From an optimization exercise on the open Yosys and OpenROAD flow, aimed at small area, a short achievable clock period and few clock cycles per item; shortcuts taken in it are not production practice. RTL that was checked went through simulation tests only; none was proved equivalent to the original. The RTL of runs 6 and 7 was laid out without a check of its function.

===== flow/run.sh =====
#!/bin/bash
# synth_recipe.tcl (not shown) runs the flow's synth.tcl, then flattens the netlist and writes it again
# the make line also repeats each setting of config.mk as NAME=value (left out here)
make -C /OpenROAD-flow-scripts/flow DESIGN_CONFIG=/design/flow/config.mk WORK_HOME=/design/flow/orfs CLKGATE_MAP_FILE= SYNTH_SCRIPT=/design/flow/synth_recipe.tcl finish

===== flow/config.mk =====
export PLATFORM = sky130hd
export DESIGN_NAME = RIM
export DESIGN_NICKNAME = RIM
export VERILOG_FILES = /design/flow/design.v
export SDC_FILE = /design/flow/constraint.sdc
export NUM_CORES = 4
export LEC_CHECK = 0
export CAP_MARGIN = 20
export CORE_MARGIN = 2
export CORE_UTILIZATION = 40
export SLEW_MARGIN = 20

===== flow/constraint.sdc =====
create_clock -name core_clock -period 8.0 [get_ports {clk}]
set_input_delay 1.6000 -clock core_clock [delete_from_list [all_inputs] [get_ports {clk}]]
set_output_delay 1.6000 -clock core_clock [all_outputs]
set_load 0.01 [all_outputs]

===== flow/design.v =====
module RIM(
    input clk,rst_n,in_valid,
    input [7:0] maze,
    output reg out_valid,
    output reg [2:0] out_row,out_col
);
reg [79:0] map;
reg [3:0] count_rat;
reg [2:0] count_maze;
reg [2:0] col,row;
reg [2:0] ans_col [0:14];
reg [2:0] ans_row [0:14];
reg [3:0] path_num;
wire [3:0] stack_path_num;
wire [2:0] stack_row,stack_col;
wire down_right;
wire [6:0] project_p,project_p_d,project_p_r;
assign project_p = (row<<3)+row+col;
assign project_p_d = project_p+9;
assign project_p_r = project_p+1;
wire dead_path;
wire [6:0] map_l;
assign map_l = {count_maze,count_maze};
wire complete_ans;
assign complete_ans = (path_num==15 && count_rat!=15)? 1'b1:1'b0;
always@(posedge clk or negedge rst_n)begin
    if(!rst_n)begin
        count_maze <= 3'd0;
        col <= 3'd0;
        row <= 3'd0;
        map <= 80'd0;
        path_num <= 4'd15;
    end else begin
        if(in_valid)begin
            map[map_l]   <= maze[0];
            map[map_l+1] <= maze[1];
            map[map_l+2] <= maze[2];
            map[map_l+3] <= maze[3];
            map[map_l+4] <= maze[4];
            map[map_l+5] <= maze[5];
            map[map_l+6] <= maze[6];
            map[map_l+7] <= maze[7];
            map[79] <= 1'b1;
            count_maze <= count_maze+1;
            col<=3'd0;
            row<=3'd0;
            path_num <= 4'd0;
        end else begin
            map[project_p] <= 1'b0;
            if (path_num != 4'd15) begin
                if(dead_path) begin
                    row <= stack_row;
                    col <= stack_col;
                    path_num <= stack_path_num;
                end else begin
                    ans_row[path_num] <= row;
                    ans_col[path_num] <= col;
                    if(down_right)
                        col<=col+1;
                    else
                        row<=row+1;
                    path_num <= path_num+1;
                end
            end 
        end
    end
end
wire stack_w_en;
corner now_corner(
    .down_p(map[project_p_d]),
    .right_p(map[project_p_r]),
    .down_right(down_right),
    .dead_path(dead_path),
    .is_corner_out(stack_w_en)
);
stack my_stack(
    .clk(clk),
    .rst_n(rst_n),
    .w_en(stack_w_en),
    .pop(dead_path),
    .clr(in_valid),
    .row_in(row),
    .col_in(col),
    .path_num_in(path_num),
    .row_out(stack_row),
    .col_out(stack_col),
    .path_num_out(stack_path_num)
);
always@(posedge clk or negedge rst_n)begin
    if(!rst_n)begin
        count_rat<=4'd15;
        out_col<=0;
        out_row<=0;
    end else begin
        if(in_valid)begin
            count_rat<=0;
            out_col<=0;
            out_row<=0;
        end else if(complete_ans)begin
            out_col <=ans_col[count_rat];
            out_row <=ans_row[count_rat];
            count_rat <= count_rat+1;
        end else begin
            out_col<=0;
            out_row<=0;
        end
    end
end
always@(posedge clk,negedge rst_n)begin
    if(!rst_n)begin
        out_valid<=0;
    end else begin
        if(complete_ans)
            out_valid <= 1;
        else 
            out_valid <= 0;
    end
end
endmodule
module corner(
    input down_p,right_p,
    output down_right,dead_path,
    output is_corner_out
);
assign is_corner_out = down_p & right_p;
assign down_right = right_p ^ is_corner_out;
assign dead_path = ~(right_p | down_p);
endmodule
module stack(
    input clk,rst_n,w_en,pop,clr,
    input [2:0] row_in,col_in,
    input [3:0] path_num_in,
    output [2:0] row_out,col_out,
    output [3:0] path_num_out
);
reg [2:0] count;
reg [2:0] stack_row [0:6];
reg [2:0] stack_col [0:6];
reg [3:0] stack_path_num [0:6];
assign row_out=stack_row[count-1];
assign col_out=stack_col[count-1];
assign path_num_out=stack_path_num[count-1];
always@(posedge clk or negedge rst_n)begin
    if(!rst_n)begin
        count<=0;
    end else begin
        if(clr)
            count<=0;
        else if(w_en)begin
            stack_row[count] <= row_in;
            stack_col[count] <= col_in;
            stack_path_num[count] <= path_num_in;
            count <= count + 1;
        end else if(pop)
            count <= count - 1; 
    end
end
endmodule

==> flow_summary.toml, run 1 <==
[logic_synthesis]
syn-cell-area_um2 = 22400
synth_async_sr_flop_share_pct = 40.1
syn_inst = 2772
synth_ff_type = "edfxtp_1"
synth-seq-area-share_pct = 33.5
synth.avg_cell_area_um2 = 8.07
ys_ff_latch = 267
synth_warnings = 7
yosysTopAreaCellShare_pct = 21.5
synth-edff-count = 160
synth_nets = 2839
synth.area.top_cells = "edfxtp_1 21%, dfrtp_1 11%, nand2_1 6.7%, nor2_1 4.9%, o21ai_0 4.6%"
synth_top_area_cell = "edfxtp_1"
synth.distinct_cells = 105

[sta]
timing.final.crit_share_pct = 72.9
fmax_ghz = 0.171
finalHoldViolCount = 0
layout_setup_ws_ns = 2.16
post-route-min-period_ns = 5.84
rsz0062_at_grt = "no"
drv_slew = 0
skew_ns = 0.0122
tns_ns = 0
setup_viol = 0
relSlewSlack_pct = 8.78
worst_slew_pin_slew_ns = 1.36

[place]
place_congestion = 1.17
hpwl_mm = 114
post-place-ws_ns = 2.21
numPortBuffers = 17

[final_layout]
final_common_cell = "nand2_1"
drive_gt1_share_pct = 8.77
area_delta_synth_final_pct = 7.88
final_nets = 2739
layout_common_cells = "397 x nand2_1, 289 x nor2_1, 204 x o21ai_0"

[min_path]
min_path_type = "reg -> reg"

[setup_path]
cpPeakStageDelay_ns = 0.85
start_kind = "register"
cp_num_buf_inv = 3
arrival_ns = 6.30
endpoint_kind = "register"
cp_data_required_time_ns = 8.46
cp_max_fo = 21
critPathTopFamily = "compound AO/OA/AOI/OAI gates"
worstPathCellList = "buf_4, inv_1, ha_1, inv_1, ha_1, a211o_1, or3_1, nor2_1, mux2i_1, o22ai_1, a22oi_1, o22ai_1, a22oi_1, o21ai_0"
critPathKind = "reg -> reg"
critical_path.slowest_cell = "o22ai_1"

[clock_tree]
clock-sinks = 267
clk_path_buf_depth = 3
clock_latency_ns = 0.56
cts.clk_slew.worst_paths_ns = 0.07
cts-root-buf = "clkbuf_16"
post_cts_resized = 0
post-cts-setup-buffers = 0
cts_buffers = 26
h-tree-depth = 1
cts_tree = "built"
cts_hold_buffers = 0

[global_route]
grt_pass1_vias = 24526
grt_pass1_wl_mm = 205
grt_usage_pct = 51.2
grt_max_degree = 87
antenna_found_initial = 10
grt_remaining_overflow = 0

[drt]
vias = 27219
ant_nets = 0
routed_wl_mm = 151
avgRoutedWirePerCell_um = 43.8
first_pass_iters = 13
drcViolationCount = 0
first_iter_violations = 6608
vias_per_cell = 7.90

[floorplan]
die_w_um = 240
dieArea_um2 = 57800
coreArea_um2 = 55200
ioPinCount = 18
fp-row-count = 86
die_h_um = 240
initial_core_util_pct = 40.5

[outcome]
outcome = "complete, no violations"

[flow_run]
maxCapViolCount = 0
cell type report:
type / count / area, µm²
diodes: 4 / 10.0
clock buffers: 36 / 728
clock inverters: 12 / 168
fillers: 5468 / 31100
inverters: 31 / 116
multi-input cells: 2243 / 13900
flip-flops and latches: 267 / 7490
well taps: 748 / 936
repair buffers: 103 / 811
registers in the layout (all words and copies together) (netlist names):
| name | flops |
|---|---|
| count_rat | 4 |
| out_row | 3 |
| col | 3 |
| ans_col | 45 |
| my_stack.stack_col | 21 |
| out_valid | 1 |
| my_stack.count | 3 |
| my_stack.stack_row | 21 |
| my_stack.stack_path_num | 28 |
| out_col | 3 |
| count_maze | 3 |
| map | 80 |
| row | 3 |
| path_num | 4 |
| ans_row | 45 |
worst paths after layout:
kind | slack, ns | depth (start not counted) | from | end
setup reg to reg | 2.16 | 14 | count_maze[2] | map[12]
hold / removal | 0.48 | 1 | map[79] | map[79]
min in group asynchronous | 1.22 | 2 | rst_n | map[63]
hold reg to reg | 0.48 | 1 | map[79] | map[79]
max in group asynchronous | 5.26 | 3 | rst_n | map[22]
setup / recovery | 2.16 | 14 | count_maze[2] | map[12]
routing by layer:
layer / routed length [µm] / vias to the layer above / track usage, %
li1: - / 10448 / -
met1: 55400 / 13149 / 65.4
met2: 54100 / 2941 / 65.0
met3: 27600 / 671 / 28.5
met4: 13500 / 10 / 32.7
met5: 107 / - / 0.693
cells by family after synthesis:
| kind of cell | synth area share, % |
|---|---|
| AND/OR/NAND/NOR | 22.4 |
| AO/OA/AOI/OAI | 30.6 |
| flip-flops | 33.5 |
| buffers and inverters | 4.76 |
| multiplexers | 4.06 |
| adder cells (fa/ha/maj) | 3.26 |
| XOR/XNOR | 1.49 |
per-stage QoR:
| step | cells | hold WS [ns] | instance area, µm² | util (%) |
|---|---|---|---|---|
| after floorplan | 2772 | 0.434 | 22400 | - |
| after global placement | 3391 | 0.446 | 23200 | 42.0 |
| after detailed placement | 3391 | 0.457 | 23200 | 42.0 |
| after CTS | 3439 | 0.472 | 24100 | 43.7 |
| after global routing | 3440 | 0.503 | 24100 | 43.7 |
| final | 3444 | 0.479 | 24100 | 43.7 |
cell usage after synthesis (46+ instances only):
cell type / n
o22ai_1: 157
clkbuf_1: 185
a222oi_1: 61
nor2_1: 294
a22oi_1: 73
a21oi_1: 129
ha_1: 55
nand2_1: 397
o21ai_0: 206
edfxtp_1: 160
dfrtp_1: 99
nand3_1: 118
o221ai_1: 46
nor3_1: 61
Testbench counts, summed over its fixed seeds: cycles 19,984, mazes 480.
==> run 2: changes to the inputs <==
==> flow/design.v (replaced) <==
module RIM(
    input clk,rst_n,in_valid,
    input [7:0] maze,
    output reg out_valid,
    output reg [2:0] out_row,out_col
);
reg  [62:8] a;
wire [63:8] R = {1'b1, a};
wire [71:8] B;    
reg  [2:0] cnt;
reg        m_prev;
assign B[71:64] = 8'd0;
genvar r, c;
generate
    for (r = 1; r <= 7; r = r + 1) begin : g_r
        for (c = 0; c <= 7; c = c + 1) begin : g_c
            if (r == 7 && c == 7) begin : g_t
                assign B[63] = 1'b1;
            end else if (c == 7) begin : g_e
                assign B[r*8+c] = R[r*8+c] & B[(r+1)*8+c];
            end else begin : g_i
                assign B[r*8+c] = R[r*8+c] & (B[(r+1)*8+c] | B[r*8+c+1]);
            end
        end
    end
endgenerate
wire shift = ~out_valid | m_prev;
integer i;
always @(posedge clk) begin
    for (i = 8; i < 56; i = i + 1)
        a[i] <= shift ? R[i+8] : B[i];
    for (i = 56; i < 63; i = i + 1)
        a[i] <= ~out_valid ? maze[i-56] : (m_prev | B[i]);
end
wire at_start = (out_row == 3'd0) && (out_col == 3'd0);
wire at_end   = (out_row == 3'd7) && (out_col == 3'd7);
wire [7:0] below = m_prev ? R[23:16] : R[15:8];
wire down = at_start ? B[8] : ((out_row != 3'd7) && below[out_col]);
always @(posedge clk) begin
    m_prev <= out_valid & ~at_end & down;
end
always @(posedge clk or negedge rst_n) begin
    if (!rst_n) begin
        cnt <= 3'd0;
        out_valid <= 1'b0;
        out_row <= 3'd0;
        out_col <= 3'd0;
    end else begin
        if (in_valid)
            cnt <= cnt + 3'd1;
        if (out_valid) begin
            if (at_end) begin
                out_valid <= 1'b0;
                out_row <= 3'd0;
                out_col <= 3'd0;
            end else if (down)
                out_row <= out_row + 3'd1;
            else
                out_col <= out_col + 3'd1;
        end else if (in_valid && cnt == 3'd7)
            out_valid <= 1'b1;
    end
end
endmodule
--- a/flow/config.mk
+++ b/flow/config.mk
@@ -8,4 +8,5 @@
 export CAP_MARGIN = 20
 export CORE_MARGIN = 2
-export CORE_UTILIZATION = 40
+export CORE_UTILIZATION = 60
+export SETUP_SLACK_MARGIN = 5
 export SLEW_MARGIN = 20
==> flow_summary.toml, run 2 <==
[sta]
drv_slew = 0
relSlewSlack_pct = 56.6
rsz0062_at_grt = "yes"
skew_ns = 0.00820
timing.final.crit_share_pct = 41.3
post-route-min-period_ns = 3.30
finalHoldViolCount = 0
tns_ns = 0
setup_viol = 0
fmax_ghz = 0.303
worst_slew_pin_slew_ns = 0.650
layout_setup_ws_ns = 4.70

[drt]
vias = 2171
avgRoutedWirePerCell_um = 15.6
ant_nets = 0
drcViolationCount = 0
first_pass_iters = 4
vias_per_cell = 5.84
routed_wl_mm = 5.79
first_iter_violations = 94

[floorplan]
ioPinCount = 18
fp-row-count = 24
die_w_um = 71.6
initial_core_util_pct = 62.5
coreArea_um2 = 4380
die_h_um = 71.6
dieArea_um2 = 5120

[logic_synthesis]
yosysTopAreaCellShare_pct = 32.1
synth_async_sr_flop_share_pct = 16.7
synth_nets = 308
synth_warnings = 1
syn_inst = 289
syn-cell-area_um2 = 2740
synth_top_area_cell = "dfxtp_1"
synth-edff-count = 6
ys_ff_latch = 60
ys_top_cells_by_count = "70 x nand2_1, 44 x dfxtp_1, 22 x o21ai_0"
synth.distinct_cells = 54
synth.area.top_cells = "dfxtp_1 32%, nand2_1 9.6%, dfrtp_1 9.1%, edfxtp_1 6.6%, o21ai_0 4.0%"
synth-seq-area-share_pct = 47.9
synth.avg_cell_area_um2 = 9.48
synth_most_common_cell = "nand2_1"
synth_ff_type = "dfxtp_1"

[global_route]
grt_pass1_wl_mm = 9.35
grt_remaining_overflow = 0
grt_max_degree = 45
antenna_found_initial = 0
grt_usage_pct = 23.9
grt_pass1_vias = 2001

[place]
place_congestion = 0.765
hpwl_mm = 3.63
placed_cells = 346
post-place-ws_ns = 4.51
numPortBuffers = 16

[setup_path]
endpoint_kind = "register"
arrival_ns = 3.53
cp_data_required_time_ns = 8.22
cp_max_fo = 5
rrSetupSlack_ns = 4.70
critPathKind = "reg -> reg"
start_kind = "register"

[final_layout]
area_delta_synth_final_pct = 23.1
largest_reg_flops = 49
finalNonFillerCells = 372
final_common_cell = "nand2_1"
n_antenna_cell = 0
final_nets = 334
fillers = 300
layout_common_cells = "68 x nand2_1, 41 x dfxtp_1, 21 x o21ai_0"
drive_gt1_share_pct = 23.4
largest_register = "a"

[clock_tree]
clock_latency_ns = 0.34
clock-sinks = 60
cts-root-buf = "clkbuf_8"
cts.clk_slew.worst_paths_ns = 0.06
clk_path_buf_depth = 2
h-tree-depth = 3
cts_hold_buffers = 0
cts_tree = "built"
cts_buffers = 9

[outcome]
outcome = "complete, no violations"

[flow_run]
maxCapViolCount = 0

[min_path]
min_path_type = "reg -> reg"
-- run 2: cells by family (layout without fill, tap and decap cells) --
group | after synthesis | count (layout) | share of synthesized area, %
xor+xnor | 1 | 1 | 0.320
compound gates | 78 | 78 | 20.4
flops | 60 | 60 | 47.9
buf+inv | 21 | 52 | 3.29
fa+ha+maj | 8 | 8 | 3.65
simple gates | 109 | 109 | 17.9
mux | 12 | 12 | 6.53
-- run 2: layer usage --
metal	global-route usage, %	vias to the layer above	wire [µm]
met5	0	-	0
met4	11.9	0	133
met3	5.91	11	250
met2	34.4	36	2720
met1	33.5	1033	2680
li1	-	1091	-
-- run 2: worst paths after layout --
check,startpoint,endpoint,cells after the start
max,a[60],out_row[2],13
max reg2reg,a[60],out_row[2],13
min reg2reg,a[32],a[24],2
max in group asynchronous,rst_n,out_valid,1
min,a[32],a[24],2
min in group asynchronous,rst_n,out_row[1],1
-- run 2: layout make-up --
cell class	instances	area, µm²	area share [%]
Clock buffer	14	163	4.82
Multi-Input combinational cell	208	1530	45.4
Clock inverter	2	10.0	0.297
Inverter	8	30.0	0.891
Sequential cell	60	1320	39.1
Tap cell	52	65.1	1.93
Timing Repair Buffer	28	254	7.53
-- run 2: repair_timing --
action,in CTS,in global routing
pin swaps,9,16
buffers inserted,6,4
setup endpoints to repair,9,9
gates resized for setup,15,27
-- run 2: worst max-delay path, stage by stage (launching register included) --
cell      delay (ns)
dfxtp_1         0.35
o2111a_1        0.29
o31a_1          0.33
buf_4           0.17
o21ai_4         0.19
nand2_2         0.08
a22o_4          0.25
a32oi_4         0.23
a21boi_1        0.13
o21ai_2         0.25
a21oi_4         0.11
nor4_4          0.32
nand2b_4        0.19
mux2_4          0.30
-- run 2: through the flow --
stage               cell area [µm²]  hold WS, ns  utilization (%)
floorplan                      2760        0.409                -
global placement               2940        0.426             67.0
detailed placement             2940        0.431             67.0
CTS                            3210        0.446             73.3
global route                   3370        0.462             76.9
finish                         3370        0.436             76.9
Testbench counts of run 2, summed over its fixed seeds: cycles 10,560, mazes 480.
==> run 3: changes to the inputs <==
--- a/flow/config.mk
+++ b/flow/config.mk
@@ -6,7 +6,8 @@
 export NUM_CORES = 4
 export LEC_CHECK = 0
+export ABC_CLOCK_PERIOD_IN_PS = 2500
 export CAP_MARGIN = 20
 export CORE_MARGIN = 2
-export CORE_UTILIZATION = 60
+export CORE_UTILIZATION = 40
 export SETUP_SLACK_MARGIN = 5
 export SLEW_MARGIN = 20
==> flow_summary.toml, run 3 <==
[setup_path]
worstPathCellList = "and3_4, o31a_1, o31ai_4, nand2_2, a22o_4, a32oi_4, buf_6, a21boi_4, o21ai_4, a21oi_4, nor4_4, nand2b_4, mux2_4"
cp_num_buf_inv = 1
critical_path.slowest_cell = "edfxtp_1"
cp_max_fo = 5
cpPeakStageDelay_ns = 0.50
critPathTopFamily = "compound AO/OA/AOI/OAI gates"
start_kind = "register"
arrival_ns = 3.51
endpoint_kind = "register"
critPathKind = "reg -> reg"
cp_data_required_time_ns = 8.23

[drt]
vias = 2088
ant_nets = 0
vias_per_cell = 5.26
first_iter_violations = 81
avgRoutedWirePerCell_um = 13.2
first_pass_iters = 4
routed_wl_mm = 5.25
drcViolationCount = 0

[sta]
fmax_ghz = 0.305
layout_setup_ws_ns = 4.72
worst_slew_pin_slew_ns = 0.742
timing.final.crit_share_pct = 41.0
tns_ns = 0
finalHoldViolCount = 0
post-route-min-period_ns = 3.28
drv_slew = 0
skew_ns = 0.00654
relSlewSlack_pct = 50.5
setup_viol = 0
rsz0062_at_grt = "yes"

[global_route]
grt_pass1_vias = 2000
busiest_layer = "met2"
grt_usage_pct = 15.4
antenna_found_initial = 0
grt_remaining_overflow = 0
met1_usage_pct = 19.5
grt_max_degree = 36
grt_use_met3_pct = 4.57
grt_pass1_wl_mm = 9.04
use_met2_pct = 24.6

[final_layout]
finalNonFillerCells = 397
largest_register = "a"
layout_common_cells = "68 x nand2_1, 40 x dfxtp_1, 21 x o21ai_0"
final_nets = 331
n_antenna_cell = 0
area_delta_synth_final_pct = 24.7
drive_gt1_share_pct = 25.6
final_common_cell = "nand2_1"
largest_reg_flops = 49
fillers = 627

[logic_synthesis]
synth.distinct_cells = 54
ys_top_cells_by_count = "70 x nand2_1, 44 x dfxtp_1, 22 x o21ai_0"
synth_async_sr_flop_share_pct = 16.7
synth.avg_cell_area_um2 = 9.48
synth-seq-area-share_pct = 47.9
synth_nets = 308
synth_top_area_cell = "dfxtp_1"
synth-edff-count = 6
synth_most_common_cell = "nand2_1"
synth_warnings = 1
synth.area.top_cells = "dfxtp_1 32%, nand2_1 9.6%, dfrtp_1 9.1%, edfxtp_1 6.6%, o21ai_0 4.0%"
synth_ff_type = "dfxtp_1"
ys_ff_latch = 60
syn_inst = 289
syn-cell-area_um2 = 2740
yosysTopAreaCellShare_pct = 32.1

[clock_tree]
clock-sinks = 60
h-tree-depth = 3
clock_latency_ns = 0.34
cts-root-buf = "clkbuf_8"
cts_tree = "built"
cts.clk_slew.worst_paths_ns = 0.07
clk_path_buf_depth = 2
cts_hold_buffers = 0
cts_buffers = 9

[floorplan]
die_h_um = 86.8
dieArea_um2 = 7530
ioPinCount = 18
fp-row-count = 30
initial_core_util_pct = 40.8
coreArea_um2 = 6720
die_w_um = 86.8

[place]
placed_cells = 374
post-place-ws_ns = 4.53
numPortBuffers = 16
place_congestion = 0.732
hpwl_mm = 3.51

[flow_run]
maxCapViolCount = 0

[outcome]
outcome = "complete, no violations"

[min_path]
min_path_type = "reg -> reg"
-- run 3: cell counts after synthesis --
Identical to the previous run, type by type.
-- run 3: tightest hold or removal path, delay by kind of cell, from the launching register on --
family	cells	cell delay, ns
DFF	1	0.31
and+or+nand+nor	2	0.09
-- run 3: what timing repair did --
| action | 4_1_cts | 5_1_grt |
|---|---|---|
| resized for setup | 14 | 37 |
| setup endpoints to repair | 9 | 9 |
| buffers inserted | 5 | 2 |
| pin swaps | 7 | 17 |
-- run 3: metal layers --
| metal | vias up | wire [µm] |
|---|---|---|
| met5 | - | 0 |
| met1 | 970 | 2500 |
| li1 | 1076 | - |
| met2 | 32 | 2470 |
| met3 | 10 | 175 |
| met4 | 0 | 93 |
-- run 3: area by class of cell --
| class | count | area, µm² | area share (%) |
|---|---|---|---|
| inverter | 8 | 30.0 | 0.879 |
| tap | 80 | 100 | 2.93 |
| multi-input combinational | 208 | 1550 | 45.5 |
| clock buffer | 12 | 155 | 4.54 |
| clock inverter | 4 | 23.8 | 0.696 |
| timing repair buffer | 25 | 231 | 6.78 |
| sequential | 60 | 1320 | 38.7 |
-- run 3: kinds of logic (layout without fill, tap and decap cells) --
family,after synthesis,count (layout),share of synthesized area (%)
simple gates,109,109,17.9
flops,60,60,47.9
compound gates,78,78,20.4
xor+xnor,1,1,0.320
fa+ha+maj,8,8,3.65
buf+inv,21,49,3.29
mux,12,12,6.53
-- run 3: worst paths after layout --
path                       start    endpoint  slack (ns)  cells after the start
max                        a[54]  out_row[2]        4.72                     13
min                        a[32]       a[24]        0.44                      2
max reg2reg                a[54]  out_row[2]        4.72                     13
min reg2reg                a[32]       a[24]        0.44                      2
max in group asynchronous  rst_n  out_col[1]        6.10                      1
min in group asynchronous  rst_n  out_row[2]        1.57                      1
-- run 3: stage by stage --
| stage | cell area (µm²) | util (%) | hold WS [ns] |
|---|---|---|---|
| finish | 3420 | 50.8 | 0.436 |
| global route | 3420 | 50.8 | 0.457 |
| CTS | 3240 | 48.2 | 0.438 |
| detailed placement | 2970 | 44.2 | 0.430 |
| global placement | 2970 | 44.2 | 0.425 |
| floorplan | 2760 | - | 0.409 |
==> run 4: changes to the inputs <==
--- a/flow/config.mk
+++ b/flow/config.mk
@@ -6,8 +6,6 @@
 export NUM_CORES = 4
 export LEC_CHECK = 0
-export ABC_CLOCK_PERIOD_IN_PS = 2500
 export CAP_MARGIN = 20
 export CORE_MARGIN = 2
 export CORE_UTILIZATION = 40
-export SETUP_SLACK_MARGIN = 5
 export SLEW_MARGIN = 20
==> flow_summary.toml, run 4 <==
[outcome]
outcome = "complete, no violations"

[setup_path]
cp_max_fo = 5
rrSetupSlack_ns = 4.46
worstPathCellList = "a21oi_1, o22ai_1, o31a_1, o21ai_1, a21bo_2, a32oi_2, and2_4, o22ai_1, o2111a_1, nor4_2, nand2b_1, mux2_1"
critPathKind = "reg -> reg"
critPathTopFamily = "compound AO/OA/AOI/OAI gates"
reg2reg_to = "out_row[2]"
cp_num_buf_inv = 0
critical_path.slowest_cell = "edfxtp_1"
crit_top_cell = "o22ai_1"
cp_data_required_time_ns = 8.22
start_kind = "register"
rr_worst_depth = 12
reg2reg_from = "a[54]"
endpoint_kind = "register"
path_depth = 12
arrival_ns = 3.76
cpPeakStageDelay_ns = 0.46

[drt]
routed_wl_mm = 5.12
vias = 2058
vias_per_cell = 5.28
drcViolationCount = 0
ant_nets = 0
first_iter_violations = 78
avgRoutedWirePerCell_um = 13.1
first_pass_iters = 5

[clock_tree]
cts_tree = "built"
cts.clk_slew.worst_paths_ns = 0.07
post-cts-setup-buffers = 0
cts_buffers = 9
clock-sinks = 60
h-tree-depth = 3
cts_hold_buffers = 0
post_cts_resized = 0
cts-root-buf = "clkbuf_8"
clk_path_buf_depth = 2
clock_latency_ns = 0.33

[sta]
relSlewSlack_pct = 63.4
rsz0062_at_grt = "no"
drv_slew = 0
finalHoldViolCount = 0
setup_viol = 0
fmax_ghz = 0.283
skew_ns = 0.00715
timing.final.crit_share_pct = 44.2
tns_ns = 0
post-route-min-period_ns = 3.54
worst_slew_pin_slew_ns = 0.549

[global_route]
use_met2_pct = 24.4
met1_usage_pct = 20.2
antenna_found_initial = 0
grt_remaining_overflow = 0
grt_use_met3_pct = 3.43
grt_usage_pct = 15.6
grt_pass1_wl_mm = 9.20
grt_pass1_vias = 2011
busiest_layer = "met2"
grt_max_degree = 48

[floorplan]
die_h_um = 86.8
fp-row-count = 30
die_w_um = 86.8
initial_core_util_pct = 40.8
dieArea_um2 = 7530
coreArea_um2 = 6720
ioPinCount = 18

[logic_synthesis]
syn-cell-area_um2 = 2740
synth_most_common_cell = "nand2_1"
synthAdderAreaFrac_pct = 3.65
ys_top_cells_by_count = "70 x nand2_1, 44 x dfxtp_1, 22 x o21ai_0"
synth-compound-area-share_pct = 20.4
synth_warnings = 1
ys_ff_latch = 60
synth_top_area_cell = "dfxtp_1"
yosysTopAreaCellShare_pct = 32.1
synth_top_family_by_area = "compound AO/OA/AOI/OAI gates"
synth-edff-count = 6
syn_inst = 289
synthSimpleGateAreaFrac_pct = 17.9
synth_xor_area_share_pct = 0.320
synth.area.top_cells = "dfxtp_1 32%, nand2_1 9.6%, dfrtp_1 9.1%, edfxtp_1 6.6%, o21ai_0 4.0%"
synth-seq-area-share_pct = 47.9
synth.distinct_cells = 54
synth_async_sr_flop_share_pct = 16.7
synth_ff_type = "dfxtp_1"
synth.avg_cell_area_um2 = 9.48
synth_nets = 308
synth_mux_area_share_pct = 6.53

[final_layout]
fillers = 648
area_delta_synth_final_pct = 14.8
largest_register = "a"
layout_common_cells = "70 x nand2_1, 44 x dfxtp_1, 22 x o21ai_0"
multiInputGateArea_um2 = 1340
final_common_cell = "nand2_1"
layout.area.seq_um2 = 1310
n_antenna_cell = 0
finalNonFillerCells = 390
drive_gt1_share_pct = 11.6
largest_reg_flops = 49
final_nets = 324

[place]
placed_cells = 374
place_congestion = 0.739
numPortBuffers = 16
hpwl_mm = 3.49

[min_path]
min_from = "a[58]"
min_to = "a[50]"
min_path_type = "reg -> reg"
holdPathStages = 2

[flow_run]
maxCapViolCount = 0
[run 4: area by class of cell]
type,instances,share of cell area [%]
Multi-Input combinational cell,208,42.5
Sequential cell,60,41.7
Tap cell,80,3.18
Timing Repair Buffer,18,5.57
Clock buffer,15,5.92
Clock inverter,1,0.159
Inverter,8,0.954
[run 4: cells by family (layout without fill, tap and decap cells)]
kind of cell	count (synthesis)	count (layout)
and+or+nand+nor	109	109
AOI/OAI and AO/OA	78	78
DFF	60	60
buffers and inverters	21	42
muxes	12	12
adders and majority gates	8	8
xor gates and xnor gates	1	1
[run 4: tightest hold or removal path, delay by kind of cell (launching register included)]
| family | cells | cell delay (ns) |
|---|---|---|
| simple gates | 1 | 0.04 |
| flops | 1 | 0.32 |
| compound gates | 1 | 0.05 |
[run 4: metal layers]
metal  part of all wire [%]  wire [µm]
met5                      0          0
met4                    1.5         75
met3                    2.7        137
met2                     45       2310
met1                     51       2600
[run 4: metrics by stage]
stage / utilization (%) / hold WS (ns) / setup slack, ns / cell area [µm²]
floorplan: - / 0.409 / 4.86 / 2740
global placement: 44.0 / 0.425 / 4.47 / 2960
detailed placement: 44.0 / 0.434 / 4.48 / 2960
CTS: 46.8 / 0.448 / 4.45 / 3150
global route: 46.8 / 0.476 / 4.18 / 3150
finish: 46.8 / 0.448 / 4.46 / 3150
[run 4: worst max-delay path by stage]
stage | to | slack (ns) | startpoint
2_1_floorplan | out_row[2] | 4.86 | a[62]
3_3_place_gp | out_row[2] | 4.47 | a[54]
3_5_place_dp | out_row[2] | 4.48 | a[54]
4_1_cts | out_row[2] | 4.45 | a[54]
5_1_grt | out_row[2] | 4.18 | a[54]
6_report | out_row[2] | 4.46 | a[54]
==> run 5: changes to the inputs <==
==> flow/flow/run.sh (new file) <==
#!/bin/bash
set -euo pipefail
MARGIN=$(cat flow/margin.txt)
bash standard.sh SETUP_SLACK_MARGIN=$MARGIN finish > standard_flow.log 2>&1
==> flow/flow/margin.txt (new file) <==
5.6
==> flow/standard.sh (new file) <==
#!/bin/bash
# synth_recipe.tcl (not shown) runs the flow's synth.tcl, then flattens the netlist and writes it again
# the make line also repeats each setting of config.mk as NAME=value (left out here)
make -C /OpenROAD-flow-scripts/flow DESIGN_CONFIG=/design/flow/config.mk WORK_HOME=/design/flow/orfs CLKGATE_MAP_FILE= SYNTH_SCRIPT=/design/flow/synth_recipe.tcl "${@:-finish}"
--- a/flow/config.mk
+++ b/flow/config.mk
@@ -6,4 +6,5 @@
 export NUM_CORES = 4
 export LEC_CHECK = 0
+export ABC_CLOCK_PERIOD_IN_PS = 2500
 export CAP_MARGIN = 20
 export CORE_MARGIN = 2
removed: flow/run.sh
==> flow_summary.toml, run 5 <==
[logic_synthesis]
synth-edff-count = 6
synth-seq-area-share_pct = 47.9
synth.distinct_cells = 54
synth_top_area_cell = "dfxtp_1"
ys_ff_latch = 60
synth_most_common_cell = "nand2_1"
synth_ff_type = "dfxtp_1"
synth_warnings = 1
synth.avg_cell_area_um2 = 9.48
yosysTopAreaCellShare_pct = 32.1
syn_inst = 289
synth.area.top_cells = "dfxtp_1 32%, nand2_1 9.6%, dfrtp_1 9.1%, edfxtp_1 6.6%, o21ai_0 4.0%"
synth_nets = 308
syn-cell-area_um2 = 2740
synth_async_sr_flop_share_pct = 16.7
ys_top_cells_by_count = "70 x nand2_1, 44 x dfxtp_1, 22 x o21ai_0"

[sta]
relSlewSlack_pct = 53.9
worst_slew_pin_slew_ns = 0.690
skew_ns = 0.00744
timing.final.crit_share_pct = 41.9
rsz0062_at_grt = "yes"
post-route-min-period_ns = 3.35
drv_slew = 0
finalHoldViolCount = 0
fmax_ghz = 0.298
fin_hold_ws_ns = 0.432
setup_viol = 0
tns_ns = 0

[floorplan]
fp-row-count = 30
die_h_um = 86.8
initial_core_util_pct = 40.8
ioPinCount = 18
dieArea_um2 = 7530
die_w_um = 86.8
coreArea_um2 = 6720

[drt]
vias = 2212
routed_wl_mm = 5.76
vias_per_cell = 5.24
drcViolationCount = 0
first_iter_violations = 69
avgRoutedWirePerCell_um = 13.6
ant_nets = 0
first_pass_iters = 5

[setup_path]
cpPeakStageDelay_ns = 0.50
endpoint_kind = "register"
cp_max_fo = 5
cp_num_buf_inv = 1
critical_path.slowest_cell = "edfxtp_1"
worstPathCellList = "and3_4, o31a_1, o31ai_4, nand2_2, a22o_4, a32oi_4, and2_4, o22ai_4, o2111a_2, buf_6, nor3_4, o21ai_2, mux2_4"
critPathKind = "reg -> reg"
critPathTopFamily = "compound AO/OA/AOI/OAI gates"
cp_data_required_time_ns = 8.22
start_kind = "register"
arrival_ns = 3.57

[global_route]
grt_max_degree = 49
grt_pass1_vias = 2218
grt_pass1_wl_mm = 9.80
antenna_found_initial = 0
grt_remaining_overflow = 0
grt_usage_pct = 16.5

[clock_tree]
cts_buffers = 9
cts-root-buf = "clkbuf_8"
cts.clk_slew.worst_paths_ns = 0.07
clock_latency_ns = 0.34
cts_tree = "built"
clock-sinks = 60
cts_hold_buffers = 0
clk_path_buf_depth = 2
h-tree-depth = 3

[final_layout]
largest_reg_flops = 49
fillers = 601
final_common_cell = "nand2_1"
fin_util_pct = 54.8
layout_common_cells = "66 x nand2_1, 40 x dfxtp_1, 27 x buf_4"
multiInputGateArea_um2 = 1600
final_nets = 356
largest_register = "a"
layout.area.seq_um2 = 1320
n_antenna_cell = 0
area_delta_synth_final_pct = 34.3
drive_gt1_share_pct = 33.3

[place]
place_congestion = 0.752
numPortBuffers = 16
hpwl_mm = 3.51

[min_path]
min_path_type = "reg -> reg"

[outcome]
outcome = "complete, no violations"

[flow_run]
maxCapViolCount = 0
run 5: cell counts after synthesis:
Identical to the previous run, type by type.
run 5: kinds of logic (layout without fill, tap and decap cells):
| logic type | count (synthesis) | after routing | share of synthesized area, % |
|---|---|---|---|
| XOR/XNOR | 1 | 1 | 0.320 |
| adder cells (fa/ha/maj) | 8 | 8 | 3.65 |
| AND/OR/NAND/NOR | 109 | 109 | 17.9 |
| flip-flops | 60 | 60 | 47.9 |
| multiplexers | 12 | 12 | 6.53 |
| buffers and inverters | 21 | 74 | 3.29 |
| AO/OA/AOI/OAI | 78 | 78 | 20.4 |
run 5: repair_timing:
action	4_1_cts	5_1_grt
pin swaps	11	16
setup endpoints to repair	21	24
resized for setup	43	45
setup buffers	16	15
run 5: path summary, 6_finish.rpt:
| check | startpoint | endpoint | slack (ns) | cells after the start |
|---|---|---|---|---|
| worst max-delay path | a[54] | out_col[1] | 4.65 | 13 |
| worst min-delay path | a[32] | a[24] | 0.43 | 2 |
| worst max register to register | a[54] | out_col[1] | 4.65 | 13 |
| worst min register to register | a[32] | a[24] | 0.43 | 2 |
| max in group asynchronous | rst_n | out_col[1] | 6.10 | 1 |
| min in group asynchronous | rst_n | out_row[2] | 1.57 | 1 |
run 5: layer usage:
metal	vias to the layer above	wire [µm]	global-route usage (%)
met5	-	0	0
met1	1037	2740	20.0
met2	35	2700	27.7
met3	10	211	5.52
met4	0	105	5.54
li1	1130	-	-
run 5: worst reg2reg max path: stages (launching register included):
cell and delay (ns):
edfxtp_1 0.50, and3_4 0.21, o31a_1 0.28, o31ai_4 0.27
nand2_2 0.12, a22o_4 0.30, a32oi_4 0.23, and2_4 0.24
o22ai_4 0.08, o2111a_2 0.31, buf_6 0.13, nor3_4 0.16
o21ai_2 0.11, mux2_4 0.30
run 5: final cells by class:
class                      count  share of cell area (%)
inverter                       8                   0.816
multi-input combinational    208                    43.5
sequential                    60                    35.9
clock buffer                  12                    4.21
tap                           80                    2.72
clock inverter                 4                    1.29
timing repair buffer          50                    11.6
run 5: through the flow:
stage               std cells  setup slack, ns  instance area [µm²]
floorplan                 289             4.95                 2770
global placement          375             4.58                 2990
detailed placement        375             4.54                 2990
CTS                       407             4.62                 3360
global route              422             4.49                 3680
finish                    422             4.65                 3680
==> run 6: changes to the inputs <==
==> flow/design.v (replaced) <==
module RIM(
    input clk,rst_n,in_valid,
    input [7:0] maze,
    output reg out_valid,
    output reg [2:0] out_row,out_col
);
localparam CUT = 7;
reg  [62:8] a;
wire [63:8] R = {1'b1, a};
wire [71:8] B;    
reg  [2:0] cnt;
reg        calc;
reg        m_prev;
assign B[71:64] = 8'd0;
genvar r, c;
generate
    for (r = 1; r <= 7; r = r + 1) begin : g_r
        for (c = 0; c <= 7; c = c + 1) begin : g_c
            if (r == 7 && c == 7) begin : g_t
                assign B[63] = 1'b1;
            end else if (r + c == CUT - 1) begin : g_u
                assign B[r*8+c] = R[r*8+c] & (R[(r+1)*8+c] | ((c == 7) ? 1'b0 : R[r*8+c+1]));
            end else if (c == 7) begin : g_e
                assign B[r*8+c] = R[r*8+c] & B[(r+1)*8+c];
            end else begin : g_i
                assign B[r*8+c] = R[r*8+c] & (B[(r+1)*8+c] | B[r*8+c+1]);
            end
        end
    end
endgenerate
wire busy = calc | out_valid;
wire shift = ~busy | m_prev;
integer i;
always @(posedge clk) begin
    for (i = 8; i < 56; i = i + 1)
        a[i] <= shift ? R[i+8] : B[i];
    for (i = 56; i < 63; i = i + 1)
        a[i] <= ~busy ? maze[i-56] : (m_prev | B[i]);
end
wire at_start = (out_row == 3'd0) && (out_col == 3'd0);
wire at_end   = (out_row == 3'd7) && (out_col == 3'd7);
wire [7:0] below = m_prev ? R[23:16] : R[15:8];
wire down_w = (out_row != 3'd7) && below[out_col];
wire down = at_start ? B[8] : down_w;
always @(posedge clk) begin
    m_prev <= out_valid & ~at_end & down;
end
always @(posedge clk or negedge rst_n) begin
    if (!rst_n) begin
        cnt <= 3'd0;
        calc <= 1'b0;
        out_valid <= 1'b0;
        out_row <= 3'd0;
        out_col <= 3'd0;
    end else begin
        if (in_valid)
            cnt <= cnt + 3'd1;
        calc <= in_valid && cnt == 3'd7;
        if (calc)
            out_valid <= 1'b1;
        else if (out_valid) begin
            if (at_end) begin
                out_valid <= 1'b0;
                out_row <= 3'd0;
                out_col <= 3'd0;
            end else if (at_start) begin
                out_row <= {2'b00, B[8]};
                out_col <= {2'b00, ~B[8]};
            end else if (down_w)
                out_row <= out_row + 3'd1;
            else
                out_col <= out_col + 3'd1;
        end
    end
end
endmodule
==> flow/run.sh (new file) <==
#!/bin/bash
# synth_recipe.tcl (not shown) runs the flow's synth.tcl, then flattens the netlist and writes it again
# the make line also repeats each setting of config.mk as NAME=value (left out here)
make -C /OpenROAD-flow-scripts/flow DESIGN_CONFIG=/design/flow/config.mk WORK_HOME=/design/flow/orfs CLKGATE_MAP_FILE= SYNTH_SCRIPT=/design/flow/synth_recipe.tcl finish
--- a/flow/config.mk
+++ b/flow/config.mk
@@ -6,5 +6,4 @@
 export NUM_CORES = 4
 export LEC_CHECK = 0
-export ABC_CLOCK_PERIOD_IN_PS = 2500
 export CAP_MARGIN = 20
 export CORE_MARGIN = 2
removed: flow/flow/run.sh
removed: flow/flow/margin.txt
removed: flow/standard.sh
==> flow_summary.toml, run 6 <==
[clock_tree]
clock-sinks = 61
cts-root-buf = "clkbuf_8"
cts_tree = "built"
cts_buffers = 9
cts.clk_slew.worst_paths_ns = 0.07
clk_path_buf_depth = 2
post-cts-setup-buffers = 0
h-tree-depth = 3
clock_latency_ns = 0.33
post_cts_resized = 0
cts_hold_buffers = 0

[global_route]
grt_remaining_overflow = 0
grt_usage_pct = 15.3
grt_pass1_wl_mm = 8.78
grt_pass1_vias = 1880
grt_max_degree = 58
antenna_found_initial = 0

[drt]
drcViolationCount = 0
first_pass_iters = 4
routed_wl_mm = 5.00
avgRoutedWirePerCell_um = 12.8
vias_per_cell = 5.19
first_iter_violations = 161
ant_nets = 0
vias = 2029

[sta]
timing.final.crit_share_pct = 38.9
drv_slew = 0
rsz0062_at_grt = "no"
layout_setup_ws_ns = 4.89
post-route-min-period_ns = 3.11
fmax_ghz = 0.321
relSlewSlack_pct = 40.4
skew_ns = 0.00630
worst_slew_pin_slew_ns = 0.892
tns_ns = 0
setup_viol = 0
finalHoldViolCount = 0

[setup_path]
start_kind = "register"
endpoint_kind = "output pin"
cp_data_required_time_ns = 6.40
critical_path.slowest_cell = "clkdlybuf4s50_1"
cp_max_fo = 11
critPathTopFamily = "buffers and inverters"
worstPathCellList = "clkdlybuf4s50_1"
arrival_ns = 1.51
critPathKind = "reg -> out"
cp_num_buf_inv = 1
cpPeakStageDelay_ns = 0.61

[floorplan]
die_h_um = 85.4
die_w_um = 85.4
ioPinCount = 18
dieArea_um2 = 7290
coreArea_um2 = 6390
fp-row-count = 29
initial_core_util_pct = 41.5

[final_layout]
largest_reg_flops = 49
final_nets = 328
largest_register = "a"
area_delta_synth_final_pct = 16.0
layout_common_cells = "62 x nand2_1, 44 x dfxtp_1, 38 x o21ai_0"
n_antenna_cell = 0
drive_gt1_share_pct = 8.60
final_common_cell = "nand2_1"

[place]
numPortBuffers = 16
post-place-ws_ns = 5.24
hpwl_mm = 3.33
place_congestion = 0.746

[logic_synthesis]
ys_top_cells_by_count = "62 x nand2_1, 44 x dfxtp_1, 38 x o21ai_0"
syn_inst = 292
yosysTopAreaCellShare_pct = 33.3
synth-edff-count = 6
syn-cell-area_um2 = 2650
synth-seq-area-share_pct = 50.5
synth.avg_cell_area_um2 = 9.07
synth_top_area_cell = "dfxtp_1"
synth_async_sr_flop_share_pct = 18.0
synth_most_common_cell = "nand2_1"
synth_nets = 311
synth.distinct_cells = 43
ys_ff_latch = 61
synth.area.top_cells = "dfxtp_1 33%, dfrtp_1 10%, nand2_1 8.8%, o21ai_0 7.2%, edfxtp_1 6.8%"
synth_warnings = 1
synth_ff_type = "dfxtp_1"

[flow_run]
maxCapViolCount = 0

[min_path]
min_path_type = "reg -> reg"

[outcome]
outcome = "complete, no violations"
## run 6: routing by layer
layer | up-vias | wire (µm) | GRT usage [%]
met5 | - | 0 | 0
met4 | 0 | 100 | 8.23
met3 | 7 | 170 | 3.21
met2 | 32 | 2150 | 21.7
met1 | 931 | 2580 | 21.6
li1 | 1059 | - | -
## run 6: kinds of logic (layout without fill, tap and decap cells)
| kind of cell | count (synthesis) | after routing | synth area share [%] |
|---|---|---|---|
| multiplexers | 11 | 11 | 5.58 |
| AO/OA/AOI/OAI | 87 | 87 | 20.2 |
| flip-flops | 61 | 61 | 50.5 |
| AND/OR/NAND/NOR | 103 | 103 | 16.3 |
| XOR/XNOR | 1 | 1 | 0.331 |
| buffers and inverters | 21 | 43 | 3.31 |
| adder cells (fa/ha/maj) | 8 | 8 | 3.78 |
## run 6: layout make-up
class | instances | area [µm²]
Fill cell | 634 | 3310
Inverter | 10 | 37.5
Multi-Input combinational cell | 210 | 1220
Timing Repair Buffer | 17 | 168
Clock inverter | 4 | 45.0
Tap cell | 77 | 96.3
Clock buffer | 12 | 165
Sequential cell | 61 | 1340
## run 6: worst min-delay path: stages, from the launching register on
cell and delay [ns]:
dfxtp_1 0.31, nand2_1 0.05, nand2_1 0.04
## run 6: path summary, 6_finish.rpt
kind / start / to / slack, ns / depth (start not counted)
worst max-delay path: out_valid / out_valid / 4.89 / 1
worst min-delay path: a[25] / a[17] / 0.43 / 2
worst max register to register: out_valid / a[35] / 5.66 / 6
worst min register to register: a[25] / a[17] / 0.43 / 2
max in group asynchronous: rst_n / out_col[1] / 6.00 / 1
min in group asynchronous: rst_n / out_row[2] / 1.63 / 1
## run 6: stage by stage
stage	utilization, %	cell area [µm²]	hold slack (ns)	std cells
after global placement	44.8	2860	0.423	375
after detailed placement	44.8	2860	0.428	375
after global routing	48.1	3070	0.451	391
after floorplan	-	2650	0.416	292
final	48.1	3070	0.435	391
after CTS	48.1	3070	0.438	391
==> run 7: changes to the inputs <==
--- a/flow/config.mk
+++ b/flow/config.mk
@@ -6,6 +6,8 @@
 export NUM_CORES = 4
 export LEC_CHECK = 0
+export ABC_CLOCK_PERIOD_IN_PS = 2500
 export CAP_MARGIN = 20
 export CORE_MARGIN = 2
 export CORE_UTILIZATION = 40
+export SETUP_SLACK_MARGIN = 5
 export SLEW_MARGIN = 20
==> flow_summary.toml, run 7 <==
[sta]
rsz0062_at_grt = "no"
post-route-min-period_ns = 2.93
worst_slew_pin_slew_ns = 0.893
timing.final.crit_share_pct = 36.6
skew_ns = 0.00564
drv_slew = 0
relSlewSlack_pct = 40.4
fin_hold_ws_ns = 0.436
setup_viol = 0
layout_setup_ws_ns = 5.07
tns_ns = 0
finalHoldViolCount = 0
fmax_ghz = 0.341

[final_layout]
final_area_um2 = 3090
layout_common_cells = "62 x nand2_1, 44 x dfxtp_1, 38 x o21ai_0"
layout.area.seq_um2 = 1340
fillers = 632
largest_register = "a"
largest_reg_flops = 49
fin_util_pct = 48.4
multiInputGateArea_um2 = 1220
final_common_cell = "nand2_1"
drive_gt1_share_pct = 10.4
n_antenna_cell = 0
area_delta_synth_final_pct = 16.8
final_nets = 330

[logic_synthesis]
syn-cell-area_um2 = 2650
synth_top_area_cell = "dfxtp_1"
synth.avg_cell_area_um2 = 9.07
synth_most_common_cell = "nand2_1"
synth-seq-area-share_pct = 50.5
ys_ff_latch = 61
yosysTopAreaCellShare_pct = 33.3
synth.distinct_cells = 43
ys_top_cells_by_count = "62 x nand2_1, 44 x dfxtp_1, 38 x o21ai_0"
synth_warnings = 1
synth_async_sr_flop_share_pct = 18.0
synth_ff_type = "dfxtp_1"
synth_nets = 311
synth.area.top_cells = "dfxtp_1 33%, dfrtp_1 10%, nand2_1 8.8%, o21ai_0 7.2%, edfxtp_1 6.8%"
syn_inst = 292
synth-edff-count = 6

[floorplan]
initial_core_util_pct = 41.5
coreArea_um2 = 6390
fp-row-count = 29
ioPinCount = 18
die_h_um = 85.4
die_w_um = 85.4
dieArea_um2 = 7290

[clock_tree]
h-tree-depth = 3
clock-sinks = 61
cts-root-buf = "clkbuf_8"
cts.clk_slew.worst_paths_ns = 0.07
cts_buffers = 9
cts_tree = "built"
cts_hold_buffers = 0
clk_path_buf_depth = 2
clock_latency_ns = 0.33

[setup_path]
critPathTopFamily = "buffers and inverters"
rr_worst_depth = 7
cp_data_required_time_ns = 6.40
cp_num_buf_inv = 1
critPathKind = "reg -> out"
cp_max_fo = 9
endpoint_kind = "output pin"
reg2reg_from = "out_valid"
critical_path.slowest_cell = "clkdlybuf4s50_1"
path_depth = 1
arrival_ns = 1.33
rrSetupSlack_ns = 5.62
worstPathCellList = "clkdlybuf4s50_1"
start_kind = "register"
cpPeakStageDelay_ns = 0.56
critPathLaunch = "out_col[0]"

[drt]
vias_per_cell = 5.20
first_pass_iters = 4
routed_wl_mm = 5.02
first_iter_violations = 164
vias = 2043
ant_nets = 0
avgRoutedWirePerCell_um = 12.8
drcViolationCount = 0

[global_route]
grt_pass1_vias = 1880
grt_remaining_overflow = 0
grt_max_degree = 58
grt_usage_pct = 15.3
grt_pass1_wl_mm = 8.78
antenna_found_initial = 0

[place]
post-place-ws_ns = 5.24
hpwl_mm = 3.33
place_area_um2 = 2860
numPortBuffers = 16
place_congestion = 0.746

[flow_run]
maxCapViolCount = 0

[min_path]
holdPathStages = 2
min_from = "a[25]"
min_path_type = "reg -> reg"

[outcome]
outcome = "complete, no violations"
run 7: path summary, 6_finish.rpt:
check | endpoint
setup / recovery | out_col[0]
hold / removal | a[17]
setup reg to reg | a[35]
hold reg to reg | a[17]
max in group asynchronous | out_col[1]
min in group asynchronous | out_row[2]
run 7: metal layers:
layer	routed length [µm]	vias to the layer above	global-route usage, %
li1	-	1063	-
met1	2640	939	21.6
met2	2120	33	21.7
met3	157	8	3.21
met4	104	0	8.23
met5	0	-	0
run 7: cells by family (layout without fill, tap and decap cells):
family | count (synthesis) | in the layout | synth area share, %
AO/OA/AOI/OAI | 87 | 87 | 20.2
AND/OR/NAND/NOR | 103 | 103 | 16.3
XOR/XNOR | 1 | 1 | 0.331
buffers and inverters | 21 | 45 | 3.31
multiplexers | 11 | 11 | 5.58
adder cells (fa/ha/maj) | 8 | 8 | 3.78
flip-flops | 61 | 61 | 50.5
run 7: repair_timing:
action / CTS / global route
buffers inserted: 0 / 2
endpoints found under the setup margin: 3 / 3
resized for setup: 3 / 1
run 7: per-stage QoR:
stage                     cells
after CTS                   391
after global routing        393
after detailed placement    375
final                       393
after global placement      375
after floorplan             292
run 7: area by class of cell:
| cell class | instances | share of cell area [%] |
|---|---|---|
| sequential | 61 | 43.4 |
| inverter | 10 | 1.21 |
| clock buffer | 12 | 5.34 |
| timing repair buffer | 19 | 5.91 |
| tap | 77 | 3.12 |
| multi-input combinational | 210 | 39.6 |
| clock inverter | 4 | 1.46 |
==> run 8: changes to the inputs <==
--- a/flow/design.v
+++ b/flow/design.v
@@ -20,5 +20,5 @@
                 assign B[63] = 1'b1;
             end else if (r + c == CUT - 1) begin : g_u
-                assign B[r*8+c] = R[r*8+c] & (R[(r+1)*8+c] | ((c == 7) ? 1'b0 : R[r*8+c+1]));
+                assign B[r*8+c] = R[r*8+c] & (((r == 7) ? 1'b0 : R[(r+1)*8+c]) | ((c == 7) ? 1'b0 : R[r*8+c+1]));
             end else if (c == 7) begin : g_e
                 assign B[r*8+c] = R[r*8+c] & B[(r+1)*8+c];
==> flow/flow/run.sh (new file) <==
#!/bin/bash
set -euo pipefail
MARGIN=$(cat flow/margin.txt)
bash standard.sh SETUP_SLACK_MARGIN=$MARGIN finish > standard_flow.log 2>&1
==> flow/flow/margin.txt (new file) <==
5.6
==> flow/standard.sh (new file) <==
#!/bin/bash
# synth_recipe.tcl (not shown) runs the flow's synth.tcl, then flattens the netlist and writes it again
# the make line also repeats each setting of config.mk as NAME=value (left out here)
make -C /OpenROAD-flow-scripts/flow DESIGN_CONFIG=/design/flow/config.mk WORK_HOME=/design/flow/orfs CLKGATE_MAP_FILE= SYNTH_SCRIPT=/design/flow/synth_recipe.tcl "${@:-finish}"
--- a/flow/config.mk
+++ b/flow/config.mk
@@ -10,4 +10,3 @@
 export CORE_MARGIN = 2
 export CORE_UTILIZATION = 40
-export SETUP_SLACK_MARGIN = 5
 export SLEW_MARGIN = 20
removed: flow/run.sh
==> flow_summary.toml, run 8 <==
[place]
hpwl_mm = 3.33
placed_cells = 375
numPortBuffers = 16
post-place-ws_ns = 5.24
place_congestion = 0.746

[global_route]
grt_pass1_wl_mm = 8.91
grt_pass1_vias = 1913
grt_usage_pct = 15.5
antenna_found_initial = 0
grt_max_degree = 58
grt_remaining_overflow = 0

[logic_synthesis]
synth_warnings = 1
synth_most_common_cell = "nand2_1"
syn-cell-area_um2 = 2650
yosysTopAreaCellShare_pct = 33.3
synth.distinct_cells = 43
synth_top_area_cell = "dfxtp_1"
synth_nets = 311
synth-edff-count = 6
ys_top_cells_by_count = "62 x nand2_1, 44 x dfxtp_1, 38 x o21ai_0"
synth_ff_type = "dfxtp_1"
synth_async_sr_flop_share_pct = 18.0
synth.avg_cell_area_um2 = 9.07
synth-seq-area-share_pct = 50.5
syn_inst = 292
ys_ff_latch = 61
synth.area.top_cells = "dfxtp_1 33%, dfrtp_1 10%, nand2_1 8.8%, o21ai_0 7.2%, edfxtp_1 6.8%"

[clock_tree]
cts_hold_buffers = 0
clock_latency_ns = 0.33
clock-sinks = 61
cts_buffers = 9
cts.clk_slew.worst_paths_ns = 0.07
cts_tree = "built"
h-tree-depth = 3
cts-root-buf = "clkbuf_8"
clk_path_buf_depth = 2

[floorplan]
die_w_um = 85.4
dieArea_um2 = 7290
initial_core_util_pct = 41.5
fp-row-count = 29
ioPinCount = 18
die_h_um = 85.4
coreArea_um2 = 6390

[setup_path]
critPathTopFamily = "flip-flops"
arrival_ns = 0.87
cp_num_buf_inv = 1
cp_max_fo = 2
endpoint_kind = "output pin"
cpPeakStageDelay_ns = 0.39
critPathKind = "reg -> out"
critical_path.slowest_cell = "dfrtp_1"
worstPathCellList = "buf_2"
cp_data_required_time_ns = 6.40
start_kind = "register"

[final_layout]
fillers = 637
final_common_cell = "nand2_1"
final_nets = 336
finalNonFillerCells = 399
largest_reg_flops = 49
largest_register = "a"
area_delta_synth_final_pct = 18.2
drive_gt1_share_pct = 14.3
n_antenna_cell = 0
layout_common_cells = "62 x nand2_1, 44 x dfxtp_1, 38 x o21ai_0"

[drt]
first_iter_violations = 147
first_pass_iters = 4
drcViolationCount = 0
vias = 2052
avgRoutedWirePerCell_um = 12.6
ant_nets = 0
vias_per_cell = 5.14
routed_wl_mm = 5.03

[sta]
setup_viol = 0
fin_hold_ws_ns = 0.436
rsz0062_at_grt = "yes"
tns_ns = 0
finalHoldViolCount = 0
fmax_ghz = 0.405
skew_ns = 0.00712
relSlewSlack_pct = 62.3
layout_setup_ws_ns = 5.53
drv_slew = 0
timing.final.crit_share_pct = 30.8
worst_slew_pin_slew_ns = 0.563
post-route-min-period_ns = 2.47

[flow_run]
maxCapViolCount = 0

[outcome]
outcome = "complete, no violations"

[min_path]
min_path_type = "reg -> reg"
run 8: cell counts after synthesis:
Identical to the previous run, type by type.
run 8: through the flow:
step	utilization (%)	instance area, µm²
after CTS	48.7	3110
after global routing	49.0	3130
after detailed placement	44.8	2860
after floorplan	-	2650
final	49.0	3130
after global placement	44.8	2860
run 8: cells by family (layout without fill, tap and decap cells):
kind of cell | count (synthesis) | count (layout) | share of synthesized area [%]
compound gates | 87 | 87 | 20.2
xor+xnor | 1 | 1 | 0.331
fa+ha+maj | 8 | 8 | 3.78
buf+inv | 21 | 51 | 3.31
flops | 61 | 61 | 50.5
mux | 11 | 11 | 5.58
simple gates | 103 | 103 | 16.3
run 8: final timing paths:
kind	startpoint	end	slack (ns)	depth (start not counted)
max	out_row[0]	out_row[0]	5.53	1
min	a[25]	a[17]	0.44	2
max reg2reg	out_col[1]	out_col[1]	5.76	8
min reg2reg	a[25]	a[17]	0.44	2
max in group asynchronous	rst_n	out_col[1]	5.97	1
min in group asynchronous	rst_n	out_row[2]	1.63	1
run 8: layout make-up:
type | instances | area, µm² | area share [%]
clock buffers | 12 | 165 | 5.28
clock inverters | 4 | 45.0 | 1.44
inverters | 10 | 40.0 | 1.28
multi-input cells | 210 | 1220 | 39.1
flip-flops and latches | 61 | 1340 | 42.9
well taps | 77 | 96.3 | 3.08
repair buffers | 25 | 218 | 6.96
run 8: layer usage:
metal	global-route usage, %	part of all wire [%]
met5	0	0
met4	8.23	2.1
met3	3.21	3.2
met2	22.3	44
met1	21.8	51
run 8: repair_timing:
action                     4_1_cts  5_1_grt
pin swaps                        0        0
resized for setup               35        4
buffers inserted                 7        1
setup endpoints to repair        7       52
run 8: worst min-delay path, stage by stage, from the launching register on:
cell	delay [ns]
dfxtp_1	0.31
nand2_1	0.05
nand2_1	0.04
Testbench counts of run 8, summed over its fixed seeds: cycles 11,040, mazes 480.
==> run 9: changes to the inputs <==
==> flow/flow/run.sh (replaced) <==
#!/bin/bash
# Standard ORFS layout (the standard.sh, standard synthesis unchanged),
# with the extra make settings listed in flow/args.txt (one per line).
set -euo pipefail
mapfile -t ARGS < <(grep -v '^#' flow/args.txt | grep -v '^$')
bash standard.sh "${ARGS[@]}" finish > standard_flow.log 2>&1
==> flow/flow/args.txt (new file) <==
SETUP_SLACK_MARGIN=5.7
BUFFER_PORTS_ARGS=-buffer_cell sky130_fd_sc_hd__buf_2
removed: flow/flow/margin.txt
==> flow_summary.toml, run 9 <==
[outcome]
outcome = "complete, no violations"

[final_layout]
n_antenna_cell = 0
final_common_cell = "nand2_1"
fillers = 606
final_nets = 339
multiInputGateArea_um2 = 1250
largest_register = "a"
layout.area.seq_um2 = 1340
layout_common_cells = "62 x nand2_1, 44 x dfxtp_1, 37 x o21ai_0"
finalNonFillerCells = 402
largest_reg_flops = 49
area_delta_synth_final_pct = 18.1
drive_gt1_share_pct = 17.5
final_area_um2 = 3130

[setup_path]
rr_worst_depth = 8
reg2reg_to = "out_col[1]"
rrSetupSlack_ns = 5.77
start_kind = "register"
critical_path.slowest_cell = "dfrtp_2"
cpPeakStageDelay_ns = 0.41
worstPathCellList = "buf_6"
cp_max_fo = 2
arrival_ns = 0.86
reg2reg_from = "out_col[1]"
critPathKind = "reg -> out"
cp_num_buf_inv = 1
critPathTopFamily = "flip-flops"
cp_data_required_time_ns = 6.40
endpoint_kind = "output pin"

[floorplan]
coreArea_um2 = 6390
die_h_um = 85.4
ioPinCount = 18
die_w_um = 85.4
initial_core_util_pct = 41.5
fp-row-count = 29
dieArea_um2 = 7290

[sta]
timing.final.crit_share_pct = 30.8
fin_hold_ws_ns = 0.438
drv_slew = 0
setup_viol = 0
post-route-min-period_ns = 2.46
relSlewSlack_pct = 63.8
skew_ns = 0.00830
fmax_ghz = 0.406
worst_slew_pin_slew_ns = 0.542
tns_ns = 0
rsz0062_at_grt = "yes"
finalHoldViolCount = 0

[global_route]
grt_max_degree = 58
antenna_found_initial = 0
grt_usage_pct = 15.4
grt_pass1_wl_mm = 8.80
grt_remaining_overflow = 0
grt_pass1_vias = 1908

[clock_tree]
clk_path_buf_depth = 2
clock-sinks = 61
cts_tree = "built"
cts-root-buf = "clkbuf_8"
cts.clk_slew.worst_paths_ns = 0.07
h-tree-depth = 3
clock_latency_ns = 0.33
cts_buffers = 9

[logic_synthesis]
yosysTopAreaCellShare_pct = 33.3
synth_async_sr_flop_share_pct = 18.0
synth_nets = 311
synth-edff-count = 6
syn_inst = 292
ys_top_cells_by_count = "62 x nand2_1, 44 x dfxtp_1, 38 x o21ai_0"
syn-cell-area_um2 = 2650
synth_top_area_cell = "dfxtp_1"
synth_ff_type = "dfxtp_1"
synth_warnings = 1
synth_most_common_cell = "nand2_1"
ys_ff_latch = 61
synth.distinct_cells = 43
synth.area.top_cells = "dfxtp_1 33%, dfrtp_1 10%, nand2_1 8.8%, o21ai_0 7.2%, edfxtp_1 6.8%"
synth.avg_cell_area_um2 = 9.07
synth-seq-area-share_pct = 50.5

[drt]
first_pass_iters = 4
avgRoutedWirePerCell_um = 12.9
drcViolationCount = 0
ant_nets = 0
first_iter_violations = 153
vias = 2092
routed_wl_mm = 5.19
vias_per_cell = 5.20

[place]
numPortBuffers = 16
place_area_um2 = 2780
place_congestion = 0.752
placed_cells = 375
hpwl_mm = 3.35

[min_path]
min_path_type = "reg -> reg"
min_to = "a[17]"
holdPathStages = 2
min_from = "a[25]"

[flow_run]
maxCapViolCount = 0
[run 9: area by class of cell]
type                    instances  area share, %
clock buffers                  11           4.20
repair buffers                 28           6.24
multi-input cells             210           39.9
well taps                      77           3.08
flip-flops and latches         61           42.9
clock inverters                 5           2.40
inverters                      10           1.28
[run 9: how the worst max path moves through the flow]
| stage | start | endpoint | slack (ns) | cells past startpoint |
|---|---|---|---|---|
| final | out_col[2] | out_col[2] | 5.54 | 1 |
| after global routing | out_col[0] | out_col[0] | 5.51 | 1 |
| after CTS | out_col[0] | out_col[0] | 5.52 | 1 |
| after detailed placement | out_valid | a[35] | 5.63 | 6 |
| after global placement | out_valid | a[35] | 5.65 | 6 |
| after floorplan | out_col[1] | out_col[1] | 5.83 | 8 |
[run 9: what timing repair did]
item                       4_1_cts  5_1_grt
hold buffers                     0        0
gates resized for setup          8        8
buffers inserted                 8        3
setup endpoints to repair       17       13
pin swaps                        0        2
[run 9: per-layer routing]
layer,global-route usage (%),vias to the layer above,routed length [µm]
li1,-,1078,-
met1,21.0,961,2590
met2,23.2,42,2330
met3,3.21,11,178
met4,7.79,0,95
met5,0,-,0
[run 9: kinds of logic (layout without fill, tap and decap cells)]
kind of cell    Yosys count  count (layout)  synth area share [%]
buf+inv                  21              54                  3.31
compound gates           87              87                  20.2
fa+ha+maj                 8               8                  3.78
xor+xnor                  1               1                 0.331
simple gates            103             103                  16.3
mux                      11              11                  5.58
flops                    61              61                  50.5
[run 9: worst register-to-register path, delay by kind of cell (launching register included)]
family	cells	cell delay, ns
flip-flops	1	0.37
AO/OA/AOI/OAI	2	0.27
buffers and inverters	1	0.17
AND/OR/NAND/NOR	3	0.50
multiplexers	2	0.79
[run 9: through the flow]
step,worst slack [ns],utilization [%]
final,5.54,48.9
after global routing,5.51,48.9
after CTS,5.52,48.1
after detailed placement,5.63,43.6
after global placement,5.65,43.6
after floorplan,5.83,-

what the ideal ports hide:
No port has a modelled driver above. Below, the same layouts with a new extraction and two added sets of constraints. Step 1 assumes that a clkbuf_16 drives the clock port and a buf_2 every other input. Step 2 moves the port delays by t, midway between the first and last clock arrival at a register: inputs arrive t later, outputs are due t later. That takes back most of the time a late clock gives input paths. a / b / c = ideal / step 1 / step 2; a / b = the first two.
run	t, ns	slack for setup (ns)	hold WS [ns]	worst setup path at the end	cell pins on the clock port's net
run 1	0.613	2.164 / 2.164 / 2.164	0.479 / 0.479 / 0.479	register to register	1
run 2	0.367	4.695 / 4.695 / 4.695	0.436 / 0.436 / 0.436	register to register	1
run 3	0.365	4.719 / 4.719 / 4.719	0.436 / 0.436 / 0.436	register to register	1
run 4	0.357	4.462 / 4.462 / 4.462	0.448 / 0.448 / 0.448	register to register	1
run 5	0.361	4.646 / 4.646 / 4.646	0.432 / 0.432 / 0.432	register to register	1
run 6	0.358	4.889 / 4.859 / 5.217	0.435 / 0.435 / 0.435	register to output	1
run 7	0.359	5.069 / 5.039 / 5.373	0.436 / 0.436 / 0.436	input to register	1
run 8	0.358	5.534 / 5.504 / 5.373	0.436 / 0.436 / 0.436	input to register	1
run 9	0.354	5.536 / 5.508 / 5.774	0.438 / 0.438 / 0.438	register to register	1
After both steps setup and hold are still met in every run listed. For run 8, which loses most, drivers alone change the setup slack by -0.030 ns; drivers and shift together by -0.161 ns.
